Context: an optimization exercise on an open-source flow, tuned for small area, a short achievable clock period and few clock cycles. The choices shown serve that exercise and are no tape-out recipe. In this exercise RTL edits were held to simulation tests only and were not proved equivalent to the original. Power is estimated from default activity; no workload was simulated.

Setup of exp/juniper:
==> flow/design.v (excerpt) <==
module user_proj_sdram (
    input  wire        wb_clk_i,
    input  wire        wb_rst_i,
    input  wire        wbs_stb_i,
    input  wire        wbs_cyc_i,
    input  wire        wbs_we_i,
    input  wire [3:0]  wbs_sel_i,
    input  wire [31:0] wbs_dat_i,
    input  wire [31:0] wbs_adr_i,
    output wire        wbs_ack_o,
    output wire [31:0] wbs_dat_o,
    output wire        sdram_cke,
    output wire        sdram_cs_n,
    output wire        sdram_ras_n,
    output wire        sdram_cas_n,
    output wire        sdram_we_n,
    output wire [3:0]  sdram_dqm,
    output wire [1:0]  sdram_ba,
    output wire [12:0] sdram_a,
    input  wire [31:0] sdram_dqi,
    output wire [31:0] sdram_dqo
);
Size: about 1,200 cells after synthesis, roughly 190 I/O pins, ~11,000 µm² of cells after synthesis.
Settings: LEC_CHECK=0, ABC_AREA=1, CAP_MARGIN=20, CORE_MARGIN=2, CORE_UTILIZATION=60, SETUP_SLACK_MARGIN=1.5, SLEW_MARGIN=20; clock period 4.5 ns.
standard.sh (not shown) runs the stock make flow with config.mk's settings and CLKGATE_MAP_FILE= SYNTH_SCRIPT=/design/flow/synth_recipe.tcl, a recipe that flattens the netlist after the stock synthesis.
==> flow/flow/run.sh <==
#!/bin/bash
# Standard layout, with the smallest buffer on the ports (buffer_ports
# otherwise picks clkdlybuf4s50_1); timing repair still sizes them up where
# needed. Each tool writes its own log under orfs/logs; make's output goes
# to flow_make.log.
set -euo pipefail
export BUFFER_PORTS_ARGS="-buffer_cell sky130_fd_sc_hd__buf_1"
bash standard.sh > flow_make.log 2>&1
The final layout from exp/juniper, which completed every stage, passed the timing, design-rule and antenna checks at the end of the flow.
Testbench counts of exp/juniper, summed over its fixed seeds: cycles 23,166.
> inputs changed (exp/juniper -> exp/umber)
Settings: CORE_UTILIZATION: 60 -> 40.
==> flow/run.sh (new file) <==
#!/bin/bash
# synth_recipe.tcl (not shown) runs the flow's synth.tcl, then flattens the netlist and writes it again
# the make line also repeats each setting of config.mk as NAME=value (left out here)
make -C /OpenROAD-flow-scripts/flow DESIGN_CONFIG=/design/flow/config.mk WORK_HOME=/design/flow/orfs CLKGATE_MAP_FILE= SYNTH_SCRIPT=/design/flow/synth_recipe.tcl finish
removed: flow/flow/run.sh
removed: flow/standard.sh
### Flow results
Compared with exp/juniper, exp/umber shows area of the placeable core that has gone up by more than half. Maximum fanout along the worst path, exp/umber and exp/juniper: smaller value in exp/juniper. When exp/umber is set beside exp/juniper, its sequential share of layout area turns out to be 3.3 points smaller.
Here is what was changed in the inputs of exp/raven compared with exp/umber.
Settings: SETUP_SLACK_MARGIN changed from 1.5 to 2.0.
==> flow/flow/run.sh (new file) <==
#!/bin/bash
# Standard layout, with the smallest buffer on the ports (buffer_ports
# otherwise picks clkdlybuf4s50_1); timing repair still sizes them up where
# needed. Each tool writes its own log under orfs/logs; make's output goes
# to flow_make.log.
set -euo pipefail
export BUFFER_PORTS_ARGS="-buffer_cell sky130_fd_sc_hd__buf_1"
bash standard.sh > flow_make.log 2>&1
==> flow/standard.sh (new file) <==
#!/bin/bash
# synth_recipe.tcl (not shown) runs the flow's synth.tcl, then flattens the netlist and writes it again
# the make line also repeats each setting of config.mk as NAME=value (left out here)
make -C /OpenROAD-flow-scripts/flow DESIGN_CONFIG=/design/flow/config.mk WORK_HOME=/design/flow/orfs CLKGATE_MAP_FILE= SYNTH_SCRIPT=/design/flow/synth_recipe.tcl "${@:-finish}"
removed: flow/run.sh
## What came out
- The power density normalized to cell area of exp/raven is higher than that of exp/umber.
- From exp/umber to exp/raven the numbers moved as follows: worst slack on hold paths decreased by 0.0038 ns relative to the old numbers; final design utilization dropped 0.94 points; combinational share of power dropped 1.1 points; met1 wire length saw a decrease; total vias in the final route went up by about 2.2%.
- exp/raven finished every step from synthesis to the final layout, and the layout passed the timing, design-rule and antenna checks.
For exp/quartz, these inputs were changed with respect to exp/raven:
Settings: a change of SETUP_SLACK_MARGIN from 2.0 to 1.5; an added CTS_BUF_LIST of sky130_fd_sc_hd__clkbuf_4 sky130_fd_sc_hd__clkbuf_8.
==> notes.md <==
exp/raven → exp/quartz: total wire length fell about 1.5%, number of multi-input logic gates closely matched the old numbers, via count of the routed design has decreased, clock period minus final worst setup slack now sits lower. NOTE: fraction of area in registers in exp/quartz exceeds that of exp/raven. Delta(cell depth of the worst flop-to-flop path, exp/quartz - exp/raven) > 0. The run with more setup slack is exp/quartz; exp/raven has less. On worst hold slack, the lower figure sits with exp/raven, not exp/quartz. Both conditions hold for exp/quartz: the flow ran to the end and the final layout passed the timing, design-rule and antenna checks.

## separate check: timing with driven ports
How much do the figures lean on ideal ports? The routed layouts below were timed once more, with nothing changed but the port constraints.
Step 1, drivers: a clkbuf_16 drives wb_clk_i and a buf_2 each remaining input, both assumed.
Step 2 times the ports against the registers' clock, not the clock port: input delays grow and output delays shrink by t, the midpoint of the rising clock arrivals with the driver on.
Three values: no drivers, after step 1, after step 2; two values: the first two.
run | t, ns | setup WS [ns] | worst slew at a driven data input, ns | cell pins on the clock port's net
exp/juniper | 0.548 | 0.968 / 0.945 / 0.945 | 0.10 | 1
exp/umber | 0.579 | 1.078 / 1.038 / 1.038 | 0.07 | 1
exp/raven | 0.583 | 1.091 / 1.053 / 1.053 | 0.07 | 1
exp/quartz | 0.576 | 1.117 / 1.094 / 1.085 | 0.07 | 1
After both steps setup and hold are still met in every run listed. The setup slack of exp/umber, which loses most, moves by -0.040 ns with the drivers and by -0.040 ns with both steps.
